What follows belongs to an exercise in optimizing a design on an open flow for small area; a production flow would make more cautious choices.
The RTL was checked by simulation tests, not by an equivalence proof against the original design.
The clock cells of run 2 come from the design's own scripts or RTL, not from TritonCTS.
No driver is modelled on the clock port, so clock power and skew are understated where the tree is cut down; a real chip needs a root buffer or a tree.
Power and IR drop assume default switching activity.

<file path="design.v">
module adc128spiController (
input  wire        clk_40MHz,
input  wire [8:0]  pos,
output wire        spi_cs_n,
output wire        spi_sclk,
output wire        spi_din,
input  wire        spi_dout,
output wire [5:0]  shown
);
localparam integer LEN = 52;
assign spi_cs_n = (pos[7:0] == 8'd0);
assign spi_sclk = ~pos[3] & (pos[7:4] != 4'd0);
assign spi_din  = pos[8] & ~pos[7] & pos[6] & ~pos[5] & (pos[4] ^ pos[3]);
wire sample = (pos[3:0] == 4'd15) & (pos[7:6] != 2'd0);
wire first6 = ~pos[7] | ~(pos[6] | pos[5]);    
wire [3:0] ins;
assign ins[0] = sample & ~pos[8] &  first6;
assign ins[1] = sample & ~pos[8] & ~first6;
assign ins[2] = sample &  pos[8] &  first6;
assign ins[3] = sample &  pos[8] & ~first6;
reg [LEN-1:0] loop;
wire [LEN-1:0] prev = {loop[LEN-2:0], loop[LEN-1]};
always @(posedge clk_40MHz) begin
	loop    <= prev;
	loop[12] <= ins[0] ? spi_dout : prev[12];
	loop[3]  <= ins[1] ? spi_dout : prev[3];
	loop[6]  <= ins[2] ? spi_dout : prev[6];
	loop[49] <= ins[3] ? spi_dout : prev[49];
end
assign shown = {loop[0], loop[36], loop[20], loop[4], loop[40], loop[24]};
endmodule
module pcm1802Slave (
input  wire        clk_40MHz,
input  wire [8:0]  pos,
output wire        bck,
output wire        lrck,
output wire        scki,
input  wire        dout,
output wire [5:0]  left_g01,
output wire [5:0]  left_g2,
output wire [5:0]  left_g3,
output wire [5:0]  right_g02,
output wire [5:0]  right_g13
);
localparam integer LLEN = 29;
localparam integer RLEN = 25;
assign scki = pos[0];
assign bck  = pos[2];
assign lrck = pos[8] ^ (&pos[7:2]);    
wire sample = (pos[2:0] == 3'd3) & ~(pos[7] & pos[6]);
wire g0 = ~pos[7] & ~pos[6] & ~(pos[5] & pos[4]);
wire g3 = pos[7] & ~(~pos[6] & ~pos[5] & ~pos[4]);
wire lsample = sample & ~pos[8];
wire rsample = sample &  pos[8];
reg [LLEN-1:0] lloop;
reg [RLEN-1:0] rloop;
wire [LLEN-1:0] lprev = {lloop[LLEN-2:0], lloop[LLEN-1]};
wire [RLEN-1:0] rprev = {rloop[RLEN-2:0], rloop[RLEN-1]};
always @(posedge clk_40MHz) begin
	lloop     <= lprev;
	lloop[0]  <= (lsample &  g0) ? dout : lprev[0];
	lloop[18] <= (lsample & ~g0) ? dout : lprev[18];
	rloop     <= rprev;
	rloop[0]  <= (rsample &  g0) ? dout : rprev[0];
	rloop[19] <= (rsample & ~g0 & ~g3) ? dout : rprev[19];
	rloop[13] <= (rsample &  g3) ? dout : rprev[13];
end
assign left_g01  = {lloop[24], lloop[16], lloop[8],  lloop[0],  lloop[21], lloop[13]};
assign left_g2   = {lloop[6],  lloop[27], lloop[19], lloop[11], lloop[3],  lloop[24]};
assign left_g3   = {lloop[17], lloop[9],  lloop[1],  lloop[22], lloop[14], lloop[6]};
assign right_g02 = {rloop[19], rloop[11], rloop[3],  rloop[20], rloop[12], rloop[4]};
assign right_g13 = {rloop[16], rloop[8],  rloop[0],  rloop[17], rloop[9],  rloop[1]};
endmodule
module dataGenerator (
	input clock,
	input [8:0] pos,          
	input frame1,             
	input frame2,             
	input [9:0] adc_databus,
	input testModeFlag,
	input seqLoad,           
	input [5:0] adc_shown,         
	input [5:0] pcm_left_g01,
	input [5:0] pcm_left_g2,
	input [5:0] pcm_left_g3,
	input [5:0] pcm_right_g02,
	input [5:0] pcm_right_g13,
	output [15:0] dataOut
);
reg [9:0] adcData;
reg [9:0] testData;
reg [47:0] sequenceCount;
reg [5:0] top_6_bits;
localparam [191:0] SYNC_PATTERN = 192'hDDDF20251015DDDF20251015DDDF20251016FEDCBA987654;
wire started = frame1 | (pos != 9'd0);
assign dataOut[15:10] = top_6_bits & {6{started}};
assign dataOut[9:0] = (testModeFlag ? testData : adcData) & {10{started}};
genvar b;
wire        in_sync = ~(pos[8] | pos[7] | pos[6] | pos[5]);                 
wire        in_aud  = ~(pos[8] | pos[7] | pos[6]) & pos[5] & ~pos[4];        
wire        in_seq  = pos[8] | pos[7] | pos[6] | (pos[5] & pos[4]);         
reg [5:0] sync_field;
always @(*) begin
	case (pos[4:0])
		5'd0: sync_field = SYNC_PATTERN[5:0];
		5'd1: sync_field = SYNC_PATTERN[11:6];
		5'd2: sync_field = SYNC_PATTERN[17:12];
		5'd3: sync_field = SYNC_PATTERN[23:18];
		5'd4: sync_field = SYNC_PATTERN[29:24];
		5'd5: sync_field = SYNC_PATTERN[35:30];
		5'd6: sync_field = SYNC_PATTERN[41:36];
		5'd7: sync_field = SYNC_PATTERN[47:42];
		5'd8: sync_field = SYNC_PATTERN[53:48];
		5'd9: sync_field = SYNC_PATTERN[59:54];
		5'd10: sync_field = SYNC_PATTERN[65:60];
		5'd11: sync_field = SYNC_PATTERN[71:66];
		5'd12: sync_field = SYNC_PATTERN[77:72];
		5'd13: sync_field = SYNC_PATTERN[83:78];
		5'd14: sync_field = SYNC_PATTERN[89:84];
		5'd15: sync_field = SYNC_PATTERN[95:90];
		5'd16: sync_field = SYNC_PATTERN[101:96];
		5'd17: sync_field = SYNC_PATTERN[107:102];
		5'd18: sync_field = SYNC_PATTERN[113:108];
		5'd19: sync_field = SYNC_PATTERN[119:114];
		5'd20: sync_field = SYNC_PATTERN[125:120];
		5'd21: sync_field = SYNC_PATTERN[131:126];
		5'd22: sync_field = SYNC_PATTERN[137:132];
		5'd23: sync_field = SYNC_PATTERN[143:138];
		5'd24: sync_field = SYNC_PATTERN[149:144];
		5'd25: sync_field = SYNC_PATTERN[155:150];
		5'd26: sync_field = SYNC_PATTERN[161:156];
		5'd27: sync_field = SYNC_PATTERN[167:162];
		5'd28: sync_field = SYNC_PATTERN[173:168];
		5'd29: sync_field = SYNC_PATTERN[179:174];
		5'd30: sync_field = SYNC_PATTERN[185:180];
		5'd31: sync_field = SYNC_PATTERN[191:186];
	endcase
end
wire [7:0]  seq_sel;
wire [15:0] aud_sel;
generate
	for (b = 0; b < 8; b = b + 1) begin : seq_sels
		assign seq_sel[b] = in_seq & (pos[2:0] == b);
	end
	for (b = 0; b < 16; b = b + 1) begin : aud_sels
		assign aud_sel[b] = in_aud & (pos[3:0] == b);
	end
endgenerate
wire adc_on = frame2;
wire pl_on  = frame2;
wire pr_on  = frame1;
wire [5:0] field =
	({6{in_sync}} & sync_field) |
	({6{seq_sel[0]}} & sequenceCount[5:0]) |
	({6{seq_sel[1]}} & sequenceCount[11:6]) |
	({6{seq_sel[2]}} & sequenceCount[17:12]) |
	({6{seq_sel[3]}} & sequenceCount[23:18]) |
	({6{seq_sel[4]}} & sequenceCount[29:24]) |
	({6{seq_sel[5]}} & sequenceCount[35:30]) |
	({6{seq_sel[6]}} & sequenceCount[41:36]) |
	({6{seq_sel[7]}} & sequenceCount[47:42]) |
	({6{(aud_sel[0] | aud_sel[1] | aud_sel[2] | aud_sel[3]) & adc_on}} & adc_shown) |
	({6{(aud_sel[6] | aud_sel[7]) & pl_on}} & pcm_left_g01) |
	({6{aud_sel[8] & pl_on}} & pcm_left_g2) |
	({6{aud_sel[9] & pl_on}} & pcm_left_g3) |
	({6{(aud_sel[10] | aud_sel[12]) & pr_on}} & pcm_right_g02) |
	({6{(aud_sel[11] | aud_sel[13]) & pr_on}} & pcm_right_g13);
wire        seq_inc = in_seq & (pos[2:0] == 3'd7);
wire [48:0] seq_carry;
wire [10:0] test_carry;
assign seq_carry[0]  = seq_inc;
assign test_carry[0] = 1'b1;
generate
	for (b = 0; b < 48; b = b + 1) begin : seq_add
		assign seq_carry[b+1] = seq_carry[b] & sequenceCount[b];
	end
	for (b = 0; b < 10; b = b + 1) begin : test_add
		assign test_carry[b+1] = test_carry[b] & testData[b];
	end
endgenerate
wire [47:0] seq_sum = sequenceCount ^ seq_carry[47:0];
always @(posedge clock) begin
	adcData <= adc_databus;
	top_6_bits <= field;
	if (!started)
		testData <= 10'd1;
	else if (&testData[9:2])    
		testData <= 10'd0;
	else
		testData <= testData ^ test_carry[9:0];
	sequenceCount <= seqLoad ? {sequenceCount[37:0] & {38{started}}, adc_databus}
	                         : seq_sum & {48{started}};
end
endmodule
module ddCapture (
	input         clk,           
	input         nReset,        
	input  [9:0]  adc_databus,   
	input         testMode,      
	input         seqLoad,       
	input         adc128_sdat,   
	input         pcm_dout,      
	output [15:0] dataOut,       
	output        adc128_cs_n,
	output        adc128_sclk,
	output        adc128_din,
	output        pcm_bck,
	output        pcm_lrck,
	output        pcm_scki
);
reg [8:0] pos;
reg       frame1, frame2;
wire [9:0] pos_carry;
assign pos_carry[0] = 1'b1;
genvar i;
generate for (i = 0; i < 9; i = i + 1) begin : pos_inc
	assign pos_carry[i+1] = pos_carry[i] & pos[i];
end endgenerate
wire [8:0] pos_next = pos ^ pos_carry[8:0];
always @(posedge clk or negedge nReset) begin
	if (!nReset) begin
		pos    <= 9'd0;
		frame1 <= 1'b0;
		frame2 <= 1'b0;
	end else begin
		pos <= pos_next;
		if (pos == 9'd511) begin
			frame1 <= 1'b1;
			frame2 <= frame1;
		end
	end
end
wire [5:0]  adc_shown;
wire [5:0]  pcm_left_g01, pcm_left_g2, pcm_left_g3, pcm_right_g02, pcm_right_g13;
adc128spiController audioController0 (
	.clk_40MHz(clk),
	.pos(pos),
	.spi_dout(adc128_sdat),
	.spi_cs_n(adc128_cs_n),
	.spi_sclk(adc128_sclk),
	.spi_din(adc128_din),
	.shown(adc_shown)
);
pcm1802Slave pcm1802_0 (
	.clk_40MHz(clk),
	.pos(pos),
	.bck(pcm_bck),
	.lrck(pcm_lrck),
	.scki(pcm_scki),
	.dout(pcm_dout),
	.left_g01(pcm_left_g01),
	.left_g2(pcm_left_g2),
	.left_g3(pcm_left_g3),
	.right_g02(pcm_right_g02),
	.right_g13(pcm_right_g13)
);
dataGenerator dataGenerator0 (
	.clock(clk),
	.pos(pos),
	.frame1(frame1),
	.frame2(frame2),
	.adc_databus(adc_databus),
	.testModeFlag(testMode),
	.seqLoad(seqLoad),
	.adc_shown(adc_shown),
	.pcm_left_g01(pcm_left_g01),
	.pcm_left_g2(pcm_left_g2),
	.pcm_left_g3(pcm_left_g3),
	.pcm_right_g02(pcm_right_g02),
	.pcm_right_g13(pcm_right_g13),
	.dataOut(dataOut)
);
endmodule
</file>
<file path="flow/run.sh">
#!/bin/bash
# Own layout flow: the standard flow (standard.sh) with three changes to
# how the layout is made; the floorplan, power grid, taps, placement, routing
# and finish are the standard flow's, unchanged.
#  - synthesis: synth_recipe.tcl unchanged, except that the final ABC mapping
#    uses flow/abc_area.script (area-oriented mapping) instead of ORFS's speed
#    script. Registers are mapped by the same steps, so they keep their names
#    and cell types.
#  - clock tree: no dummy loads, clkbuf_8 buffers (CTS_ARGS)
#  - port buffers: the smallest buffer cell (BUFFER_PORTS_ARGS)
# Tool logs stay under orfs/logs/; make's output goes to flow_make.log.
set -euo pipefail
here=$(pwd)
export CTS_ARGS="-sink_clustering_enable -repair_clock_nets -dont_use_dummy_load -buf_list sky130_fd_sc_hd__clkbuf_8"
export BUFFER_PORTS_ARGS="-buffer_cell sky130_fd_sc_hd__buf_1"
{
  echo "proc abc {args} { set i [lsearch -exact \$args -script]; if {\$i >= 0} { lset args [expr {\$i + 1}] $here/flow/abc_area.script }; yosys abc {*}\$args }"
  cat synth_recipe.tcl
} > flow_synth.tcl
grep -q "SYNTH_SCRIPT=$here/synth_recipe.tcl" standard.sh
sed "s#SYNTH_SCRIPT=$here/synth_recipe.tcl#SYNTH_SCRIPT=$here/flow_synth.tcl#" standard.sh > flow_standard.sh
bash flow_standard.sh > flow_make.log 2>&1
</file>
<file path="flow/abc_area.script">
strash
&get -n
&st
&synch2
&nf
&put
strash
dc2
dch -f
amap -F 4 -A 4
topo
stime -c
</file>
<file path="standard.sh">
#!/bin/bash
# synth_recipe.tcl (not shown) runs the flow's synth.tcl, then flattens the netlist and writes it again
# the make line also repeats each setting of config.mk as NAME=value (left out here)
make -C /OpenROAD-flow-scripts/flow DESIGN_CONFIG=/design/flow/config.mk WORK_HOME=/design/flow/orfs CLKGATE_MAP_FILE= SYNTH_SCRIPT=/design/flow/synth_recipe.tcl "${@:-finish}"
</file>
<file path="config.mk">
export PLATFORM = sky130hd
export DESIGN_NAME = ddCapture
export DESIGN_NICKNAME = ddCapture
export VERILOG_FILES = /design/flow/design.v
export SDC_FILE = /design/flow/constraint.sdc
export NUM_CORES = 4
export LEC_CHECK = 0
export CAP_MARGIN = 20
export CORE_MARGIN = 2
export CORE_UTILIZATION = 40
export SLEW_MARGIN = 20
</file>
<file path="constraint.sdc">
create_clock -name core_clock -period 25.0 [get_ports {clk}]
set_input_delay 5.0000 -clock core_clock [delete_from_list [all_inputs] [get_ports {clk}]]
set_output_delay 5.0000 -clock core_clock [all_outputs]
set_load 0.01 [all_outputs]
</file>
==> flow_summary.toml, run 1 <==
[floorplanning]
die_y_um = 131
dieArea_um2 = 17300
initial_core_util_pct = 40.9
core.rowCount = 46
pin_count = 38
die_w_um = 131
fp.coreArea_um2 = 15900

[hold_path]
hp-class = "flip-flop to flip-flop"

[setup_path]
arrival_ns = 6.18
critPathMaxFanout = 11
crit_path_start_kind = "input pin"
critPathKind = "input pin to primary output"
cp-end-kind = "primary output"
cp.required_ns = 20.00

[grt]
antenna_found_initial = 0
grt.total_usage_pct = 17.1
gr-total-overflow = 0
grt_max_degree = 50
grt_pass1_vias = 4397
grt_pass1_wl_um = 23100

[detailed_routing]
via_count = 4527
wl_per_cell_um = 16.9
routed_wl_um = 14200
postRouteAntennaNets = 0
vias_per_cell = 5.38
drc_errors = 0
drt_iter0_markers = 437
first_pass_iters = 5

[sta]
tns_ns = 0
finalHoldViolCount = 0
fmax_mhz = 89.5
fin_crit_sh_pct = 44.7
relSlewSlack_pct = 31.5
rsz0062_at_grt = "no"
finClkSkew_ns = 0.0346
final_max_slew_viol_count = 0
post-route-min-period_ns = 11.18
setup_slack_ns = 13.82
report.final.setup_viol = 0
worst_pin_slew_ns = 1.03

[placement]
place_hpwl_um = 10200
place_area_um2 = 6930
pre_cts_slack_ns = 13.82
gp_congestion = 0.894
numPortBuffers = 37

[run]
maxCapViolations = 0

[finish]
syn_to_final_growth_pct = 10.2
layout_common_cells = "dfxtp_1, nor2_1, ha_1, o22ai_1, buf_1"
final_area_um2 = 7170
finalNetCount = 713
antenna_cells = 0
n_fill_cell = 1563
final_common_cell = "dfxtp_1"
final_layout_size_suffix_gt1_share_pct = 3.35

[yosys]
synth.net_count = 655
synthDistinctLibCells = 36
ys_ff_latch = 191
avgSynthCellArea_um2 = 11.4
synthCells = 570
syn_area_um2 = 6500
synth-edff-count = 0
yosys_warnings = 4
synth_async_sr_flop_share_pct = 5.76
synth_top_flop_cell = "dfxtp_1"
ys_seq_area_share_pct = 59.7

[power]
leakage_nw = 2.98
total_power_mw = 0.504
ir_drop_uv = 38.3
powerDensity_nw_per_um2 = 70.4

[clocking]
tritoncts = "yes"
clock-sinks = 191
numCtsBuffers = 17
htree_levels = 4
clkSlewWorstSetupHoldPaths_ns = 0.09
cts_hold_buf = 0
post-cts-setup-buffers = 0
cts-root-buf = "clkbuf_8"
cts_resized = 0
clock_path_buffers = 2
clk_latency_ns = 0.47

[outcome]
status = "complete, no violations"
## report_power, final
part | switching (mW) | total [mW] | leakage, nW | internal [mW]
sequential | 0.0110 | 0.328 | 1.63 | 0.317
clock | 0.0890 | 0.149 | 0.122 | 0.0601
combinational | 0.0145 | 0.0274 | 1.22 | 0.0129
## routing by layer
| layer | wire (µm) | global-route usage, % |
|---|---|---|
| met5 | 0 | 0 |
| met1 | 6920 | 23.7 |
| met3 | 685 | 4.24 |
| met2 | 6280 | 25.1 |
| met4 | 329 | 7.79 |
## logic make-up after synthesis
family                     share of synthesized area, %
DFF                                                59.7
AOI/OAI and AO/OA                                  15.7
and+or+nand+nor                                    9.39
adders and majority gates                          13.3
buffers and inverters                              1.79
xor gates and xnor gates                          0.135
## cells in the mapped netlist (3+ instances only)
cell,count,share of area [%]
clkinv_1,31,1.8
nor4_1,6,0.58
nor2b_1,16,1.5
a222oi_1,15,2.3
o2111ai_1,3,0.40
a21oi_1,14,1.1
a22oi_1,13,1.5
a31oi_1,4,0.38
o22ai_1,48,4.6
nor2_1,76,4.4
nand2_1,14,0.81
nor3_1,12,0.92
a32o_1,10,1.5
a22o_1,4,0.54
nand4_1,3,0.29
nand3_1,4,0.31
ha_1,69,13
dfrtp_1,11,4.2
dfxtp_1,180,55
o21ai_0,14,1.1
## stage by stage
stage          util, %  cells  hold slack (ns)
6_report          45.1    842            0.307
5_1_grt           45.1    842            0.312
4_1_cts           45.1    842            0.308
3_5_place_dp      43.6    825            0.312
3_3_place_gp      43.6    825            0.310
2_1_floorplan        -    570            0.310
## critical path, stage by stage
cell and delay (ns):
buf_1 0.34, clkinv_1 0.37, o22ai_1 0.27, nor2_1 0.06, buf_1 0.13
## sequential cells by signal, summed over array words and instances, names as in the netlist
signal / cells
audioController0.loop: 52
dataGenerator0.sequenceCount: 48
pcm1802_0.lloop: 29
pcm1802_0.rloop: 25
dataGenerator0.adcData: 10
dataGenerator0.testData: 10
pos: 9
dataGenerator0.top_6_bits: 6
frame1: 1
frame2: 1
## area by class of cell
cell class	count	area (µm²)	area share [%]
clock buffers	17	234	3.27
multi-input cells	348	2510	35.0
repair buffers	39	155	2.17
flip-flops and latches	191	3880	54.1
well taps	216	270	3.77
inverters	31	116	1.62
## worst paths after layout
check / from / to / slack (ns) / cells past startpoint
worst max register to register: pos[6] / dataGenerator0.sequenceCount[47] / 14.51 / 53
worst max-delay path: testMode / dataOut[9] / 13.82 / 5
worst min-delay path: pcm1802_0.lloop[7] / pcm1802_0.lloop[8] / 0.31 / 0
max in group asynchronous: nReset / pos[0] / 20.11 / 1
min in group asynchronous: nReset / pos[6] / 4.49 / 1
worst min register to register: pcm1802_0.lloop[7] / pcm1802_0.lloop[8] / 0.31 / 0
==> run 2: changes to the inputs <==
--- a/flow/run.sh
+++ b/flow/run.sh
@@ -3,15 +3,20 @@
 # how the layout is made; the floorplan, power grid, taps, placement, routing
 # and finish are the standard flow's, unchanged.
 #  - synthesis: synth_recipe.tcl unchanged, except that the final ABC mapping
-#    uses flow/abc_area.script (area-oriented mapping) instead of ORFS's speed
-#    script. Registers are mapped by the same steps, so they keep their names
-#    and cell types.
-#  - clock tree: no dummy loads, clkbuf_8 buffers (CTS_ARGS)
+#    uses flow/abc_area.script (area-oriented mapping with amap) instead of
+#    ORFS's speed script. Registers are mapped by the same steps, so they keep
+#    their names and cell types.
+#  - clock tree: clock_tree_synthesis builds its tree without dummy loads
+#    (CTS_ARGS), then flow/clock_tree.tcl (POST_CTS_TCL) replaces it with a
+#    two-level tree of clkbuf_8 over compact clusters of at most 16 clock
+#    pins; the CTS step's detailed placement and the later timing repair run
+#    as usual
 #  - port buffers: the smallest buffer cell (BUFFER_PORTS_ARGS)
 # Tool logs stay under orfs/logs/; make's output goes to flow_make.log.
 set -euo pipefail
 here=$(pwd)
 export CTS_ARGS="-sink_clustering_enable -repair_clock_nets -dont_use_dummy_load -buf_list sky130_fd_sc_hd__clkbuf_8"
+export POST_CTS_TCL="$here/flow/clock_tree.tcl"
 export BUFFER_PORTS_ARGS="-buffer_cell sky130_fd_sc_hd__buf_1"
 {
   echo "proc abc {args} { set i [lsearch -exact \$args -script]; if {\$i >= 0} { lset args [expr {\$i + 1}] $here/flow/abc_area.script }; yosys abc {*}\$args }"
==> flow/clock_tree.tcl (new file) <==
# Sourced by ORFS's CTS step after clock_tree_synthesis and its timing repair
# (POST_CTS_TCL). Replaces the H-tree that clock_tree_synthesis built with a
# two-level tree: the clock port drives one root clkbuf_8, which drives one
# clkbuf_8 per cluster of at most 16 flip-flop clock pins. The clusters come
# from recursive bisection of the pins' placed locations, so they are compact
# and of nearly equal size.
set mcts_max_sinks 16
set mcts_buffer sky130_fd_sc_hd__clkbuf_8

set mcts_block [ord::get_db_block]
set mcts_master [[ord::get_db] findMaster $mcts_buffer]
set mcts_clknet [[$mcts_block findBTerm clk] getNet]

# Walk the tree from the clock port: its buffers and the register clock pins.
set mcts_bufs {}
set mcts_sinks {}
set mcts_todo [list $mcts_clknet]
while {[llength $mcts_todo]} {
  set net [lindex $mcts_todo 0]
  set mcts_todo [lrange $mcts_todo 1 end]
  foreach it [$net getITerms] {
    if {[$it getIoType] ne "INPUT"} { continue }
    set inst [$it getInst]
    if {[string match "*clkbuf*" [[$inst getMaster] getName]]} {
      lappend mcts_bufs $inst
      foreach o [$inst getITerms] {
        if {[$o getIoType] eq "OUTPUT" && [$o getNet] ne "NULL"} { lappend mcts_todo [$o getNet] }
      }
    } else {
      lappend mcts_sinks $it
    }
  }
}
puts "clock tree: replacing [llength $mcts_bufs] buffers over [llength $mcts_sinks] clock pins"

foreach it $mcts_sinks { $it disconnect }
foreach inst $mcts_bufs {
  foreach it [$inst getITerms] {
    set net [$it getNet]
    if {$net eq "NULL"} { continue }
    $it disconnect
    if {[$it getIoType] eq "OUTPUT" && $net ne $mcts_clknet} { odb::dbNet_destroy $net }
  }
  odb::dbInst_destroy $inst
}

set ::mcts_pts {}
foreach it $mcts_sinks {
  set bb [[$it getInst] getBBox]
  lappend ::mcts_pts [list [expr {([$bb xMin] + [$bb xMax]) / 2}] [expr {([$bb yMin] + [$bb yMax]) / 2}]]
}

# Split idxs into k clusters: halve along the longer side of their bounding
# box, with sizes in proportion to the number of clusters on each side.
proc mcts_bisect {idxs k} {
  if {$k == 1} { return [list $idxs] }
  set xs [lmap i $idxs {lindex $::mcts_pts $i 0}]
  set ys [lmap i $idxs {lindex $::mcts_pts $i 1}]
  set dx [expr {[tcl::mathfunc::max {*}$xs] - [tcl::mathfunc::min {*}$xs]}]
  set dy [expr {[tcl::mathfunc::max {*}$ys] - [tcl::mathfunc::min {*}$ys]}]
  set axis [expr {$dx >= $dy ? 0 : 1}]
  set sorted [lsort -integer -command [list apply {{axis a b} {
    expr {[lindex $::mcts_pts $a $axis] - [lindex $::mcts_pts $b $axis]}
  }} $axis] $idxs]
  set k1 [expr {$k / 2}]
  set n1 [expr {int(round([llength $sorted] * double($k1) / $k))}]
  return [concat [mcts_bisect [lrange $sorted 0 [expr {$n1 - 1}]] $k1] \
                 [mcts_bisect [lrange $sorted $n1 end] [expr {$k - $k1}]]]
}

set n [llength $mcts_sinks]
set nleaf [expr {($n + $mcts_max_sinks - 1) / $mcts_max_sinks}]
set idxs {}
for {set i 0} {$i < $n} {incr i} { lappend idxs $i }
set clusters [mcts_bisect $idxs $nleaf]

set root [odb::dbInst_create $mcts_block $mcts_master clkbuf_root]
set rootnet [odb::dbNet_create $mcts_block clknet_root]
$rootnet setSigType CLOCK
[$root findITerm A] connect $mcts_clknet
[$root findITerm X] connect $rootnet
set rx 0
set ry 0
set k 0
foreach c $clusters {
  set sx 0
  set sy 0
  foreach i $c {
    incr sx [lindex $::mcts_pts $i 0]
    incr sy [lindex $::mcts_pts $i 1]
  }
  set x [expr {$sx / [llength $c]}]
  set y [expr {$sy / [llength $c]}]
  incr rx $x
  incr ry $y
  set leaf [odb::dbInst_create $mcts_block $mcts_master clkbuf_leaf_$k]
  $leaf setLocation $x $y
  $leaf setPlacementStatus PLACED
  set net [odb::dbNet_create $mcts_block clknet_leaf_$k]
  $net setSigType CLOCK
  [$leaf findITerm A] connect $rootnet
  [$leaf findITerm X] connect $net
  foreach i $c { [lindex $mcts_sinks $i] connect $net }
  puts "clock tree: leaf $k at ($x, $y) drives [llength $c] clock pins"
  incr k
}
$root setLocation [expr {$rx / $nleaf}] [expr {$ry / $nleaf}]
$root setPlacementStatus PLACED

detailed_placement
estimate_parasitics -placement
set m 0.0
foreach p [get_pins -hierarchical */CLK] {
  set s [get_property $p slew_max]
  if {$s > $m} { set m $s }
}
puts "clock tree: largest clock-pin slew $m"
==> run 2 against run 1 <==
  * Still clean
  * Highest routed layer unchanged
  * Register-to-register slack better by 0.04 ns
  * Cell count is 0.48% lower
  * Worst hold slack better by 0.021 ns
  * Fmax hardly changed
  * Setup slack hardly changed
  * Via count is 0.33% higher
  * Critical path type unchanged
  * First-iteration DRC count is 5.7% higher
==> flow_summary.toml, run 2 <==
[outcome]
status = "complete, no violations"

[setup_path]
cp.required_ns = 20.00
crit_path_start_kind = "input pin"
critPathKind = "input pin to primary output"
arrival_ns = 6.18
cp-end-kind = "primary output"
critPathMaxFanout = 11

[yosys]
synth_xor_area_share_pct = 0.135
synth.net_count = 655
synth-simple-area-share_pct = 9.39
synth_top_flop_cell = "dfxtp_1"
synth_async_sr_flop_share_pct = 5.76
synth-compound-area-share_pct = 15.7
synth_top_family_by_area = "compound AO/OA/AOI/OAI gates"
yosys.area.top_type = "dfxtp_1"
syn_area_um2 = 6500
synth-adder-area-share_pct = 13.3
avgSynthCellArea_um2 = 11.4
ys_ff_latch = 191
yosysMostFrequentCell = "dfxtp_1"
synth-edff-count = 0
synth_top_area_share_pct = 55.4
synthDistinctLibCells = 36
synth_common_cells = "dfxtp_1, nor2_1, ha_1"
synth.area.mux_share_pct = 0
synthCells = 570
synthTopCellsByArea = "dfxtp_1, ha_1, o22ai_1"
yosys_warnings = 4
ys_seq_area_share_pct = 59.7

[placement]
dpl.cell_count = 825
gp_congestion = 0.894
numPortBuffers = 37
place_hpwl_um = 10200

[grt]
grt_max_degree = 50
grt_pass1_vias = 4354
grt_pass1_wl_um = 22900
gr-total-overflow = 0
grt.total_usage_pct = 16.1
antenna_found_initial = 0

[sta]
rsz0062_at_grt = "no"
finClkSkew_ns = 0.0176
tns_ns = 0
fmax_mhz = 89.5
relSlewSlack_pct = 32.9
worst_pin_slew_ns = 1.01
finalHoldViolCount = 0
post-route-min-period_ns = 11.18
report.final.setup_viol = 0
fin_crit_sh_pct = 44.7
final_max_slew_viol_count = 0

[finish]
reg.largest.list = "audioController0.loop (52), dataGenerator0.sequenceCount (48), pcm1802_0.lloop (29)"
syn_to_final_growth_pct = 9.39
final_layout_size_suffix_gt1_share_pct = 2.73
antenna_cells = 0
finalNonFillerCells = 838
largest_reg_flops = 52
n_fill_cell = 1570
final_common_cell = "dfxtp_1"
layout_common_cells = "dfxtp_1, nor2_1, ha_1, o22ai_1, buf_1"
finish.utilization_pct = 44.8
finalNetCount = 709
regMostFlops = "audioController0.loop"

[detailed_routing]
drt_iter0_markers = 462
wl_per_cell_um = 16.8
postRouteAntennaNets = 0
via_count = 4542
drc_errors = 0
vias_per_cell = 5.42
first_pass_iters = 5
routed_wl_um = 14100

[run]
maxCapViolations = 0

[floorplanning]
die_w_um = 131
initial_core_util_pct = 40.9
core.rowCount = 46
pin_count = 38
fp.coreArea_um2 = 15900
dieArea_um2 = 17300
die_y_um = 131

[power]
total_power_mw = 0.486
ir_drop_uv = 42.4
powerDensity_nw_per_um2 = 68.3
leakage_nw = 2.95

[clocking]
clock-sinks = 191
clkSlewWorstSetupHoldPaths_ns = 0.10
clk_latency_ns = 0.45

[hold_path]
hp-class = "flip-flop to flip-flop"
## run 2: cell counts after synthesis
Identical to the previous run, type by type.
## run 2: kinds of logic after synthesis
logic type | after synthesis
flops | 191
compound gates | 142
simple gates | 136
fa+ha+maj | 69
buf+inv | 31
xor+xnor | 1
## run 2: cell type report
cell class              instances  area, µm²  share of cell area [%]
flip-flops and latches        191       3880                    54.5
multi-input cells             348       2510                    35.3
well taps                     216        270                    3.80
plain buffers                  13        179                    2.52
repair buffers                 39        155                    2.18
inverters                      31        116                    1.64
## run 2: path summary, 6_finish.rpt
path                                startpoint                               end  slack, ns  cells after the start
max in group asynchronous               nReset                            pos[7]      20.10                      1
max                                   testMode                        dataOut[2]      13.82                      5
min in group asynchronous               nReset                            pos[6]       4.52                      1
min                        pcm1802_0.lloop[12]               pcm1802_0.lloop[13]       0.33                      0
max reg2reg                             pos[6]  dataGenerator0.sequenceCount[47]      14.55                     53
min reg2reg                pcm1802_0.lloop[12]               pcm1802_0.lloop[13]       0.33                      0
## run 2: worst max-delay path, cell delays in order
cell      delay (ns)
buf_1           0.35
clkinv_1        0.37
o22ai_1         0.26
nor2_1          0.06
buf_1           0.14
## run 2: power breakdown
part           internal, mW  total, mW  switching, mW
combinational        0.0129     0.0274         0.0145
sequential            0.317      0.328         0.0110
clock                0.0466      0.131         0.0841
## run 2: per-stage QoR
stage	area (µm²)	hold slack [ns]	setup slack, ns
2_1_floorplan	6500	0.310	14.57
3_3_place_gp	6930	0.310	13.87
3_5_place_dp	6930	0.312	13.82
5_1_grt	7110	0.334	13.65
6_report	7110	0.328	13.82
## run 2: routing by layer
metal  wire, µm  vias to the layer above  GRT usage (%)
met5          0                        -              0
met4        368                        0           4.47
met3        648                       27           2.20
met2       6270                      122           24.8
met1       6790                     2187           23.7
li1           -                     2206              -

## port drivers added, routing unchanged
Ports are ideal in the flow. The routed layouts listed here were re-timed in OpenROAD. Step 1, drivers: a clkbuf_16 drives clk and a buf_2 each remaining input, both assumed. Step 2 adds t to the input delays and takes it off the output delays; t is the mean of the earliest and latest rising clock arrival at the registers after step 1. Input paths then give back, and output paths get back, about the clock's delay inside the block. Slacks: ideal ports / drivers / drivers and shift; pairs: ideal ports / drivers.
run | t, ns | setup slack, ns | worst data-port slew with drivers (ns)
run 1 | 0.488 | 13.823 / 13.796 / 13.796 | 0.03
run 2 | 0.469 | 13.823 / 13.796 / 13.796 | 0.03
After both steps every run listed still meets setup and hold.
